This design comes from an exercise in tuning for small area and a short achievable clock period on the open sky130 flow, not from production work.
In this exercise RTL edits were held to simulation tests only and were not proved equivalent to the original.
The flow treats the clock pin as an ideal source, which a real chip does not have.

## try-umber
// rotational_cordic
module rotational_cordic (
  output logic data_out_rot,
  output logic [15:0] xprime,
  output logic [15:0] yprime,
  input logic [15:0] x,
  input logic [15:0] y,
  input logic [15:0] theta,
  input logic clk, reset, start
);
logic v0, n0_v;
logic signed [16:0] x0, n0_x;
logic signed [16:0] y0, n0_y;
logic [15:0] t0, n0_t;
logic v1, n1_v;
logic signed [16:0] x1, n1_x;
logic signed [16:0] y1, n1_y;
logic [15:0] t1, n1_t;
logic v2, n2_v;
logic signed [16:0] x2, n2_x;
logic signed [16:0] y2, n2_y;
logic [15:0] t2, n2_t;
logic v3, n3_v;
logic signed [16:0] x3, n3_x;
logic signed [16:0] y3, n3_y;
logic [15:0] t3, n3_t;
logic v4, n4_v;
logic signed [16:0] x4, n4_x;
logic signed [16:0] y4, n4_y;
logic [15:0] t4, n4_t;
logic v5, n5_v;
logic signed [16:0] x5, n5_x;
logic signed [16:0] y5, n5_y;
logic [10:0] t5, n5_t;
logic v6, n6_v;
logic signed [16:0] x6, n6_x;
logic signed [16:0] y6, n6_y;
logic [9:0] t6, n6_t;
logic v7, n7_v;
logic signed [16:0] x7, n7_x;
logic signed [16:0] y7, n7_y;
logic [8:0] t7, n7_t;
logic v8, n8_v;
logic signed [16:0] x8, n8_x;
logic signed [16:0] y8, n8_y;
logic [7:0] t8, n8_t;
logic v9, n9_v;
logic signed [16:0] x9, n9_x;
logic signed [16:0] y9, n9_y;
logic [6:0] t9, n9_t;
logic v10, n10_v;
logic signed [16:0] x10, n10_x;
logic signed [16:0] y10, n10_y;
logic [5:0] t10, n10_t;
logic v11, n11_v;
logic signed [16:0] x11, n11_x;
  ...
For scale: roughly 4600 cells after synthesis, ~84 I/O pins.
clock: 13.0 ns
lec_check: 0
cap_margin: 20
core_margin: 2
core_utilization: 65
slew_margin: 20
standard.sh (not shown) runs the stock make flow with config.mk's settings and CLKGATE_MAP_FILE= SYNTH_SCRIPT=/design/flow/synth_recipe.tcl, a recipe that flattens the netlist after the stock synthesis.
==> flow/flow/run.sh <==
#!/bin/bash
set -euo pipefail
export BUFFER_PORTS_ARGS="-buffer_cell sky130_fd_sc_hd__buf_2"
export SETUP_SLACK_MARGIN=9.4
bash standard.sh finish > standard.log 2>&1
Modified inputs, try-willow compared to try-umber
# try-umber
export LEC_CHECK = 0
export CAP_MARGIN = 20
export CORE_MARGIN = 2
export CORE_UTILIZATION = 65
export SLEW_MARGIN = 20
create_clock -name core_clock -period 13.0 [get_ports {clk}]
# try-willow
export LEC_CHECK = 0
export CAP_MARGIN = 20
export CORE_MARGIN = 2
export CORE_UTILIZATION = 40
export SLEW_MARGIN = 20
create_clock -name core_clock -period 13.0 [get_ports {clk}]
==> flow/run.sh (new file) <==
#!/bin/bash
# synth_recipe.tcl (not shown) runs the flow's synth.tcl, then flattens the netlist and writes it again
# the make line also repeats each setting of config.mk as NAME=value (left out here)
make -C /OpenROAD-flow-scripts/flow DESIGN_CONFIG=/design/flow/config.mk WORK_HOME=/design/flow/orfs CLKGATE_MAP_FILE= SYNTH_SCRIPT=/design/flow/synth_recipe.tcl finish
removed: flow/flow/run.sh
removed: flow/standard.sh
Notes after the runs:
- Of try-willow and try-umber, it is try-willow that has the higher placement-stage cell area.
- Routed wire length across try-umber and try-willow: no real change.
- Worst setup slack | try-willow below try-umber
- Relative to try-umber, sequential share of layout area has decreased by 0.80 points in try-willow.
The following lists how try-violet was set up differently from try-willow:
# try-willow
export LEC_CHECK = 0
export CAP_MARGIN = 20
export CORE_MARGIN = 2
export CORE_UTILIZATION = 40
export SLEW_MARGIN = 20
create_clock -name core_clock -period 13.0 [get_ports {clk}]
# try-violet
export LEC_CHECK = 0
export CAP_MARGIN = 20
export CORE_MARGIN = 2
export CORE_UTILIZATION = 65
export CTS_CLUSTER_DIAMETER = 45
export CTS_CLUSTER_SIZE = 32
export SLEW_MARGIN = 20
create_clock -name core_clock -period 13.0 [get_ports {clk}]
==> flow/flow/run.sh (new file) <==
#!/bin/bash
set -euo pipefail
export BUFFER_PORTS_ARGS="-buffer_cell sky130_fd_sc_hd__buf_2"
export SETUP_SLACK_MARGIN=9.4
bash standard.sh finish > standard.log 2>&1
==> flow/standard.sh (new file) <==
#!/bin/bash
# synth_recipe.tcl (not shown) runs the flow's synth.tcl, then flattens the netlist and writes it again
# the make line also repeats each setting of config.mk as NAME=value (left out here)
make -C /OpenROAD-flow-scripts/flow DESIGN_CONFIG=/design/flow/config.mk WORK_HOME=/design/flow/orfs CLKGATE_MAP_FILE= SYNTH_SCRIPT=/design/flow/synth_recipe.tcl "${@:-finish}"
removed: flow/run.sh
[summary]
try-violet reached the final stage; the timing, DRC and antenna checks on its layout passed. Area of the core (lower): try-violet. Relative to try-willow, the wire length measured on try-violet has increased slightly. Looking at worst setup margin across both flows, try-violet is the stronger of the two, with try-willow trailing. Relative to try-willow, first-pass GRT wire length has gone up in try-violet. try-violet contains more vias than try-willow. Compared try-violet vs try-willow, and utilization after layout is up in try-violet. Diff try-willow -> try-violet | sequential fraction of total cell area | increase of 0.61 points. In the metrics for try-violet and try-willow, the one carrying the lower clock-buffer cell count is try-violet. Re maximum number of buffers from clock root to sink: no difference whatsoever between try-willow and try-violet.
> inputs changed (try-violet -> try-onyx)
# try-violet
export LEC_CHECK = 0
export CAP_MARGIN = 20
export CORE_MARGIN = 2
export CORE_UTILIZATION = 65
export CTS_CLUSTER_DIAMETER = 45
export CTS_CLUSTER_SIZE = 32
export SLEW_MARGIN = 20
create_clock -name core_clock -period 13.0 [get_ports {clk}]
# try-onyx
export LEC_CHECK = 0
export CAP_MARGIN = 20
export CORE_MARGIN = 2
export CORE_UTILIZATION = 40
export SLEW_MARGIN = 20
create_clock -name core_clock -period 13.0 [get_ports {clk}]
Notes after the runs:
Across try-onyx and try-violet, the outcome is the same: a clean finish for every run.
Compared with try-violet, in try-onyx fraction of final layout cells with drive strength greater than 1 now sits lower, register share of the cell area now sits lower, count of routing violations after the opening detailed-route iteration now sits lower.
Between try-onyx and try-violet, the fmax figures differ only marginally.
Relative to try-violet, the via total after detailed routing of try-onyx is lower by 338.
Cmp try-onyx and try-violet / clock period minus worst slack / lower: try-violet
Compared with try-violet, try-onyx degrades worst setup slack.
try-violet -> try-onyx: final cell area excluding filler cells increased slightly
Relative to try-violet, the per-cell routed wire length of try-onyx is lower by about 10%.
Re final core utilization: try-onyx and try-violet aren't equal, and the higher value belongs to try-violet.
Input changes introduced in try-amber (baseline for comparison: try-onyx):
==> flow/flow/run.sh <==
#!/bin/bash
set -euo pipefail
export BUFFER_PORTS_ARGS="-buffer_cell sky130_fd_sc_hd__buf_2"
bash standard.sh finish > standard.log 2>&1
[summary]
try-amber vs try-onyx: count of non-CTS buffers in the layout down. [compare] base=try-onyx new=try-amber: core utilization now smaller, share of the cycle needed by the critical path after routing rose by 0.18 points, final critical path time including I/O delays and setup increased by 0.023 ns relative to the old numbers. Compared with try-onyx, in try-amber final area lower; wire length of the first global-routing pass roughly the same.

Another version of the RTL of rotational_cordic (not shown whole).
Size in the first run: ~4400 cells after synthesis, ~840 flip-flops, about 45000 um2 of cells after synthesis.
Settings: LEC_CHECK=0, CAP_MARGIN=0, CORE_MARGIN=2, CORE_UTILIZATION=75, CTS_CLUSTER_DIAMETER=100, CTS_CLUSTER_SIZE=30, SLEW_MARGIN=0; clock period 13.0 ns.
==> flow/flow/run.sh <==
#!/bin/bash
set -euo pipefail
export BUFFER_PORTS_ARGS="-buffer_cell sky130_fd_sc_hd__buf_2"
export SETUP_SLACK_MARGIN=9.4
bash standard.sh finish > standard.log 2>&1
Rerun with:
--- a/flow/flow/run.sh
+++ b/flow/flow/run.sh
@@ -4 +4,2 @@
-export SETUP_SLACK_MARGIN=9.4
+export SETUP_SLACK_MARGIN=9.3
+export POST_CTS_TCL="$PWD/flow/recover.tcl"
==> flow/flow/recover.tcl (new file) <==
# Downsize cells that have timing slack beyond the setup margin (area/power recovery).
log_cmd estimate_parasitics -placement
log_cmd repair_timing -recover_power 100 -setup_margin $::env(SETUP_SLACK_MARGIN)
set result [catch { detailed_placement } msg]
if { $result != 0 } { error "Detailed placement failed after power recovery: $msg" }
check_placement -verbose
--- a/flow/config.mk
+++ b/flow/config.mk
@@ -8 +8 @@
-export CAP_MARGIN = 0
+export CAP_MARGIN = 20
@@ -13 +13 @@
-export SLEW_MARGIN = 0
+export SLEW_MARGIN = 20
The changed run produced a clean layout.
Setup slack barely changes.
Flip-flop and latch count stays the same.
Utilization hardly moves.
Register-to-register slack degrades by 70 ps.
Global-route usage is about the same.
Rerun with:
==> flow/flow/run.sh (replaced) <==
#!/bin/bash
set -euo pipefail
export BUFFER_PORTS_ARGS="-buffer_cell sky130_fd_sc_hd__buf_2"
export SETUP_SLACK_MARGIN=9.4
bash standard.sh finish > standard.log 2>&1
--- a/flow/config.mk
+++ b/flow/config.mk
@@ -11,2 +11,2 @@
-export CTS_CLUSTER_DIAMETER = 100
-export CTS_CLUSTER_SIZE = 30
+export CTS_CLUSTER_DIAMETER = 60
+export CTS_CLUSTER_SIZE = 25
removed: flow/flow/recover.tcl
Result: The changed run completed with no timing, DRC or antenna violations; cell area climbs by 1.8%; register-to-register slack improved by 60 ps.
Rerun with:
--- a/flow/config.mk
+++ b/flow/config.mk
@@ -10 +10 @@
-export CORE_UTILIZATION = 75
+export CORE_UTILIZATION = 65
Result:
- first-iteration DRC count came out lower by 23%
- utilization goes down by 10 points
- die area came out higher by 15%
- routed wire length shrinks by 3.0%
- setup slack improved by 12 ps
- global-route usage goes down by 3.8 points

[static timing again, ports no longer ideal]
The results above use ideal ports. As a check the final layouts listed here were re-extracted and re-timed, cells and wires unchanged.
Step 1 sets driving cells, clkbuf_16 on the clock port and buf_2 on the other inputs (assumed; they add their load-dependent delay and slew).
Step 2 also shifts input and output timing later by t, the mid clock arrival at the registers, as if the neighbouring blocks saw the same clock.
a / b / c = ideal / step 1 / step 2; a / b = the first two.
| run | shift t [ns] | setup slack, ns | worst setup path after step 2 | slew at the worst register clock pin (ns) | worst slew at a driven data input, ns |
|---|---|---|---|---|---|
| try-umber | 0.697 | 9.281 / 9.211 / 9.617 | register to register | 0.07 / 0.07 | 0.06 |
| try-willow | 0.737 | 8.887 / 8.819 / 9.426 | register to register | 0.06 / 0.06 | 0.04 |
| try-violet | 0.706 | 9.262 / 9.195 / 9.639 | register to register | 0.07 / 0.07 | 0.06 |
| try-onyx | 0.764 | 9.253 / 9.183 / 9.682 | register to register | 0.06 / 0.06 | 0.05 |
| try-amber | 0.764 | 9.230 / 9.159 / 9.414 | register to register | 0.06 / 0.06 | 0.05 |
| the first run of note 2 | 0.649 | 9.303 / 9.242 / 9.440 | register to register | 0.12 / 0.12 | 0.05 |
| the second run of note 2 | 0.657 | 9.302 / 9.240 / 9.366 | register to register | 0.11 / 0.11 | 0.04 |
| the third run of note 2 | 0.681 | 9.259 / 9.195 / 9.430 | register to register | 0.10 / 0.10 | 0.05 |
| the fourth run of note 2 | 0.708 | 9.272 / 9.203 / 9.438 | register to register | 0.10 / 0.10 | 0.06 |
After both steps every run listed still meets setup and hold.
